This is an optimization exercise on Yosys and OpenROAD, whose aim is small area and a short achievable clock period, not a production implementation.
At most, simulation tests tie the RTL to the original design; equivalence was not proved.
Power is estimated from default activity; no workload was simulated.

try-tundra:
## Microprocessor
module Microprocessor(
    input clk,
    input reset,                  
    input interrupt,
    input [7:0] data_in,          
    output [7:0] data_out,        
    output [7:0] pm_addr,         
    input [23:0] pm_data,         
    output dm_en,                 
    output dm_we,                 
    output [7:0] dm_addr,         
    output [7:0] dm_wdata,        
    input [7:0] dm_rdata          
    );
Size: about 77 I/O pins, roughly 0.021 mm^2 of cells after synthesis.
Settings: LEC_CHECK=0, CAP_MARGIN=20, CORE_MARGIN=2, CORE_UTILIZATION=60, SETUP_SLACK_MARGIN=5.0, SLEW_MARGIN=20, SYNTH_HIERARCHICAL=1; clock period 12.5 ns.
run.sh (not shown) runs the stock make flow with config.mk's settings and CLKGATE_MAP_FILE= SYNTH_SCRIPT=/design/flow/synth_recipe.tcl, a recipe that flattens the netlist after the stock synthesis.
Here is what was changed in the inputs of try-indigo compared with try-tundra.
-- flow/config.mk --
<<< try-tundra, line 9
export CORE_MARGIN = 2
export CORE_UTILIZATION = 60
export SETUP_SLACK_MARGIN = 5.0
export SLEW_MARGIN = 20
>>> try-indigo, line 9
export CORE_MARGIN = 2
export CORE_UTILIZATION = 70
export CTS_BUF_LIST = sky130_fd_sc_hd__clkbuf_8
export SETUP_SLACK_MARGIN = 3.5
export SLEW_MARGIN = 20
==> comparison <==
try-indigo reports a lower final worst setup slack than try-tundra does. Looking at largest stage delay on the critical path, try-indigo sits 0.06 ns above try-tundra. Sort try-indigo and try-tundra by met3 routed wirelength, ascending, and try-tundra comes first. Number of well-tap cells placed went down by more than 10% going from try-tundra to try-indigo. try-indigo against try-tundra: sequential share of layout area grew by 1.9 points; post-CTS resize count shrank by about 80%; final-layout worst hold slack grew by 0.0043 ns. try-tundra → try-indigo: buffers inserted during post-CTS setup optimization decreased 59; aggregate global-route resource usage increased 4.5 points; fmax decreased 10%; number of search-and-repair iterations in the first detailed-routing pass increased 1.
> inputs changed (try-indigo -> try-juniper)
-- flow/config.mk --
<<< try-indigo, line 10
export CORE_UTILIZATION = 70
export CTS_BUF_LIST = sky130_fd_sc_hd__clkbuf_8
export SETUP_SLACK_MARGIN = 3.5
export SLEW_MARGIN = 20
>>> try-juniper, line 10
export CORE_UTILIZATION = 70
export CTS_BUF_LIST = sky130_fd_sc_hd__clkbuf_4
export SETUP_SLACK_MARGIN = 5.0
export SLEW_MARGIN = 20
- try-juniper: no failed stages, no open violations at the end
- The wire length on met2 number comes out higher for try-juniper vs try-indigo.
- Diff try-indigo -> try-juniper: multi-input combinational cell area rose 610 um^2; fraction of power consumed by combinational cells rose 4.0 points; worst setup skew after layout rose 0.033 ns; internal power consumption rose about 4.6%.
- Setup slack after layout: try-juniper better than try-indigo
- try-juniper: power consumption is about 7% higher than what try-indigo reported.
- The lower total track usage of try-indigo and try-juniper is in try-indigo.
- Changes observed in try-juniper relative to try-indigo: minimum period implied by the final worst setup slack dropped 0.67 ns, portion of total power attributed to the clock network moved down.
Function was not checked in any run of this note: the RTL went through the layout flow alone.

========
== fjord ==
Microprocessor, a different RTL version from the one above (not shown whole).
For scale: about 1,800 cells after synthesis, roughly 77 I/O pins, about 20,000 um^2 of cells after synthesis.
Settings: LEC_CHECK=0, CAP_MARGIN=20, CORE_MARGIN=2, CORE_UTILIZATION=75, CTS_BUF_LIST=sky130_fd_sc_hd__clkbuf_16, CTS_CLUSTER_DIAMETER=80, CTS_CLUSTER_SIZE=20, SETUP_SLACK_MARGIN=5.0, SLEW_MARGIN=20, SYNTH_HIERARCHICAL=1; clock period 12.5 ns.
standard.sh (not shown) runs the stock make flow with config.mk's settings and CLKGATE_MAP_FILE= SYNTH_SCRIPT=/design/flow/synth_recipe.tcl, a recipe that flattens the netlist after the stock synthesis.
==> flow/flow/run.sh <==
#!/bin/bash
# The standard layout (the standard.sh with its standard synthesis), with these
# changes to how it is made:
#  - ports are buffered with buf_1 cells instead of the default delay-buffer cell,
#  - the resizer may swap a cell for one of another footprint,
#  - clock tree synthesis inserts no dummy loads (clusters of at most 20 sinks).
# The make output goes to flow_make.log; ORFS keeps each step's log under orfs/logs.
set -euo pipefail
bash standard.sh MATCH_CELL_FOOTPRINT=0 \
  "BUFFER_PORTS_ARGS=-buffer_cell sky130_fd_sc_hd__buf_1" \
  "CTS_ARGS=-sink_clustering_enable -repair_clock_nets -sink_clustering_size 20 -sink_clustering_max_diameter 80 -buf_list sky130_fd_sc_hd__clkbuf_16 -dont_use_dummy_load" \
  finish > flow_make.log 2>&1
### fjord -> garnet
==> flow/flow/run.sh <==
#!/bin/bash
# The standard layout (the standard.sh with its standard synthesis), with these
# changes to how it is made:
#  - ports are buffered with buf_1 cells instead of the default delay-buffer cell,
#  - the resizer may swap a cell for one of another footprint,
#  - clock tree synthesis inserts no dummy loads (clusters of at most 26 sinks).
# The make output goes to flow_make.log; ORFS keeps each step's log under orfs/logs.
set -euo pipefail
bash standard.sh MATCH_CELL_FOOTPRINT=0 \
  "BUFFER_PORTS_ARGS=-buffer_cell sky130_fd_sc_hd__buf_1" \
  "CTS_ARGS=-sink_clustering_enable -repair_clock_nets -sink_clustering_size 26 -sink_clustering_max_diameter 80 -buf_list sky130_fd_sc_hd__clkbuf_16 -dont_use_dummy_load" \
  finish > flow_make.log 2>&1
diff --git a/flow/config.mk b/flow/config.mk
--- a/flow/config.mk
+++ b/flow/config.mk
@@ -9,6 +9,6 @@
 export CORE_MARGIN = 2
-export CORE_UTILIZATION = 75
+export CORE_UTILIZATION = 70
 export CTS_BUF_LIST = sky130_fd_sc_hd__clkbuf_16
 export CTS_CLUSTER_DIAMETER = 80
-export CTS_CLUSTER_SIZE = 20
+export CTS_CLUSTER_SIZE = 26
 export SETUP_SLACK_MARGIN = 5.0
==> notes.md <==
- sky130_fd_sc_hd__a221oi_1 as the slowest cell on the critical path was reported by garnet, and sky130_fd_sc_hd__mux2_4 by fjord.
- The final reports for garnet and fjord show first-pass GRT wire length lower in the former.
- Between fjord and garnet, wire length decreased.
- fjord → garnet: max-slew headroom at the worst pin now sits lower, total routing resource utilization after global routing now sits lower, maximum operating frequency now sits at about the same level.
- Summary of garnet over fjord: final worst clock skew rose by 3.1 ps, portion of the clock cycle consumed by the worst path in the final layout stayed essentially flat, fraction of power consumed by the clock network fell by 1.1 points.
Inputs modified between garnet and raven:
==> flow/flow/run.sh <==
#!/bin/bash
# The standard layout (the standard.sh, standard synthesis), with these changes to
# how it is made:
#  - ports are buffered with buf_4 cells instead of the default delay-buffer cell,
#  - the resizer may swap a cell for one of another footprint,
set -euo pipefail
bash standard.sh SETUP_SLACK_MARGIN=6.0 MATCH_CELL_FOOTPRINT=0 \
  "BUFFER_PORTS_ARGS=-buffer_cell sky130_fd_sc_hd__buf_4" finish > flow_make.log 2>&1
diff --git a/flow/config.mk b/flow/config.mk
--- a/flow/config.mk
+++ b/flow/config.mk
@@ -10,5 +10,2 @@
 export CORE_UTILIZATION = 70
-export CTS_BUF_LIST = sky130_fd_sc_hd__clkbuf_16
-export CTS_CLUSTER_DIAMETER = 80
-export CTS_CLUSTER_SIZE = 26
 export SETUP_SLACK_MARGIN = 5.0
Findings:
Higher power was reported by raven, not garnet.
Diff raven..garnet | worst hold path cell count | negligible
Against garnet as the reference, raven delivers a higher combinational power.
Area enclosed by the die boundary came out exactly the same in garnet and raven.
For garnet, the highest routed metal layer was met4, unlike raven, where it was met5.
raven ended up with a higher final routed wirelength across all metal layers than garnet did.
Input-level comparison between harbor and raven:
==> flow/run.sh (new file) <==
#!/bin/bash
# synth_recipe.tcl (not shown) runs the flow's synth.tcl, then flattens the netlist and writes it again
# the make line also repeats each setting of config.mk as NAME=value (left out here)
make -C /OpenROAD-flow-scripts/flow DESIGN_CONFIG=/design/flow/config.mk WORK_HOME=/design/flow/orfs CLKGATE_MAP_FILE= SYNTH_SCRIPT=/design/flow/synth_recipe.tcl finish
diff --git a/flow/config.mk b/flow/config.mk
--- a/flow/config.mk
+++ b/flow/config.mk
@@ -10,2 +10,5 @@
 export CORE_UTILIZATION = 70
+export CTS_BUF_LIST = sky130_fd_sc_hd__clkbuf_16
+export CTS_CLUSTER_DIAMETER = 80
+export CTS_CLUSTER_SIZE = 28
 export SETUP_SLACK_MARGIN = 5.0
removed: flow/flow/run.sh
removed: flow/standard.sh
## What came out
raven reports its critical path launch point as dm_rdata[7] while harbor reports pm_data[21].
Against raven, slack of the worst reg-to-reg path in harbor came out better.
The global-route wire length before repair in harbor sits about 4.6% below the value recorded for raven.
Between harbor and raven, the clock-buffer cell count is lower for harbor.
Status: fmax parity (raven, harbor)

========
## run A
Microprocessor again, from the RTL that the note above started with.
Settings: LEC_CHECK=0, CAP_MARGIN=20, CORE_MARGIN=2, CORE_UTILIZATION=70, CTS_BUF_LIST=sky130_fd_sc_hd__clkbuf_16, CTS_CLUSTER_DIAMETER=80, CTS_CLUSTER_SIZE=20, SETUP_SLACK_MARGIN=5.0, SLEW_MARGIN=20, SYNTH_HIERARCHICAL=1; clock period 12.5 ns.
==> flow/flow/run.sh <==
#!/bin/bash
# The standard layout (the standard.sh with its standard synthesis), with two
# changes to how it is made:
#  - ports are buffered with buf_2 cells instead of the default delay-buffer cell,
#  - the resizer may swap a cell for one of another footprint,
#  - the resizer aims at a setup margin of 5.5 ns.
# The make output goes to flow_make.log; ORFS keeps each step's log under orfs/logs.
set -euo pipefail
bash standard.sh SETUP_SLACK_MARGIN=5.5 MATCH_CELL_FOOTPRINT=0 \
  "BUFFER_PORTS_ARGS=-buffer_cell sky130_fd_sc_hd__buf_2" finish > flow_make.log 2>&1
The flow did not stop early for run A: all stages ran, and the layout cleared the timing, design-rule and antenna checks.
Relative to run A, the following input files were edited for run B:
Settings: removing CTS_CLUSTER_DIAMETER (formerly 80); removing CTS_CLUSTER_SIZE (formerly 20); removing CTS_BUF_LIST (formerly sky130_fd_sc_hd__clkbuf_16).
==> flow/run.sh (new file) <==
#!/bin/bash
# synth_recipe.tcl (not shown) runs the flow's synth.tcl, then flattens the netlist and writes it again
# the make line also repeats each setting of config.mk as NAME=value (left out here)
make -C /OpenROAD-flow-scripts/flow DESIGN_CONFIG=/design/flow/config.mk WORK_HOME=/design/flow/orfs CLKGATE_MAP_FILE= SYNTH_SCRIPT=/design/flow/synth_recipe.tcl finish
removed: flow/flow/run.sh
removed: flow/standard.sh
==> notes.md <==
When the final numbers for run B and run A were put side by side, the later-pin clock latency in the skew report turned out to be smaller in run B.
Diff run A -> run B | initial DRC count | increase of 5.9%
Cmp run B and run A / maximum fanout along the worst path / lower: run B
The post-route clock period utilization of run B and that of run A are within noise of each other.
The uppermost signal routing layer after detailed routing comes out met4 in one run and met5 in the other, namely in run B and run A respectively.
What run C does differently from run B at the input level:
Settings: CTS_CLUSTER_DIAMETER: unset -> 80; CTS_BUF_LIST: unset -> sky130_fd_sc_hd__clkbuf_16; CTS_CLUSTER_SIZE: unset -> 20.
==> flow/flow/run.sh (new file) <==
#!/bin/bash
# The standard layout (the standard.sh with its standard synthesis), with two
# changes to how it is made:
#  - ports are buffered with buf_2 cells instead of the default delay-buffer cell,
#  - the resizer may swap a cell for one of another footprint.
# The make output goes to flow_make.log; ORFS keeps each step's log under orfs/logs.
set -euo pipefail
bash standard.sh MATCH_CELL_FOOTPRINT=0 \
  "BUFFER_PORTS_ARGS=-buffer_cell sky130_fd_sc_hd__buf_2" finish > flow_make.log 2>&1
==> flow/standard.sh (new file) <==
#!/bin/bash
# synth_recipe.tcl (not shown) runs the flow's synth.tcl, then flattens the netlist and writes it again
# the make line also repeats each setting of config.mk as NAME=value (left out here)
make -C /OpenROAD-flow-scripts/flow DESIGN_CONFIG=/design/flow/config.mk WORK_HOME=/design/flow/orfs CLKGATE_MAP_FILE= SYNTH_SCRIPT=/design/flow/synth_recipe.tcl "${@:-finish}"
removed: flow/run.sh
==> notes.md <==
- Synthesis-to-finish area growth: higher on run B
- On average via count per standard cell, run C and run B are neck and neck.
- Compared with run B, run C shows a switching share of total power that is 1.3 points higher.
- In run C relative to run B, routability congestion estimate from global placement had gone up slightly.
- Of the two values seen for master of the slowest instance on the critical path, mux2_4 was produced by run C and clkdlybuf4s50_1 by run B.
For run D, these inputs were changed with respect to run C:
==> flow/run.sh (new file) <==
#!/bin/bash
# synth_recipe.tcl (not shown) runs the flow's synth.tcl, then flattens the netlist and writes it again
# the make line also repeats each setting of config.mk as NAME=value (left out here)
make -C /OpenROAD-flow-scripts/flow DESIGN_CONFIG=/design/flow/config.mk WORK_HOME=/design/flow/orfs CLKGATE_MAP_FILE= SYNTH_SCRIPT=/design/flow/synth_recipe.tcl finish
removed: flow/flow/run.sh
removed: flow/standard.sh
Notes after the runs:
Run D: full flow OK, the timing, design-rule and antenna checks passed. Compared with run C, run D shows a higher detailed-routing wirelength on met1. Looking at ratio of cells with drive above 1 in the final layout, run D sits below run C. Comparing run C and run D, final area is higher on run D. Between run C and run D, clock network fraction of design power decreased. Run D vs run C: number of buffers outside the clock class in the layout up by more than 10%.
Changes in run E relative to run D:
Settings: CTS_CLUSTER_SIZE: 20 -> 24; CTS_CLUSTER_DIAMETER: 80 -> 60.
--- outcome ---
Against run D, run E reports a clock buffer and inverter area fraction after layout that is higher. Sequential share of layout area was lower in the run labelled run E. Number of nets at the end of the flow: run E lower than run D. When the final numbers for run D and run E were put side by side, the total area of multi-input combinational cells turned out to be smaller in run E. [run E] proportion of power drawn by combinational gates fell 1.9 points relative to run D. Compared with run D, run E is the more power-hungry design. Higher final area was reported by run E, not run D. Relative contribution of sequential cells to total power, run D and run E: larger value in run D. Run E went all the way through the flow, and no timing, DRC or antenna check failed.

## afterwards: timing with drivers on the ports
How much do the figures lean on ideal ports? The routed layouts below were timed once more, with nothing changed but the port constraints.
Step 1 (the two cells are an assumption about what drives the block):
set clk [get_ports {clk}]
set_driving_cell -lib_cell sky130_fd_sc_hd__clkbuf_16 $clk
set_driving_cell -lib_cell sky130_fd_sc_hd__buf_2 [delete_from_list [all_inputs] $clk]
Step 2 adds t to the input delays and takes it off the output delays; t is the mean of the earliest and latest rising clock arrival at the registers after step 1. Input paths then give back, and output paths get back, about the clock's delay inside the block.
a / b / c = no drivers / after step 1 / after step 2; a / b = the first two.
run | shift t [ns] | slack for setup (ns) | worst register clock-pin slew, ns | cell pins on the clock port's net
try-tundra | 0.604 | 4.395 / 4.366 / 4.366 | 0.06 / 0.06 | 1
try-indigo | 0.661 | 3.487 / 3.458 / 3.458 | 0.07 / 0.07 | 1
try-juniper | 0.815 | 4.161 / 4.109 / 4.256 | 0.08 / 0.08 | 1
fjord | 0.588 | 5.010 / 4.961 / 4.961 | 0.09 / 0.09 | 1
garnet | 0.578 | 5.011 / 4.960 / 4.960 | 0.10 / 0.10 | 1
raven | 0.597 | 5.059 / 5.029 / 5.029 | 0.07 / 0.07 | 1
harbor | 0.606 | 5.047 / 5.023 / 5.023 | 0.11 / 0.11 | 1
run A | 0.619 | 4.999 / 4.978 / 4.978 | 0.09 / 0.09 | 1
run B | 0.587 | 5.010 / 4.983 / 4.983 | 0.07 / 0.07 | 1
run C | 0.611 | 4.996 / 4.969 / 4.969 | 0.09 / 0.09 | 1
run D | 0.625 | 5.032 / 5.011 / 5.011 | 0.09 / 0.09 | 1
run E | 0.637 | 5.033 / 4.998 / 4.998 | 0.09 / 0.09 | 1
After both steps setup and hold are still met in every run listed. For garnet, which loses most, drivers alone change the setup slack by -0.051 ns; drivers and shift together by -0.051 ns.
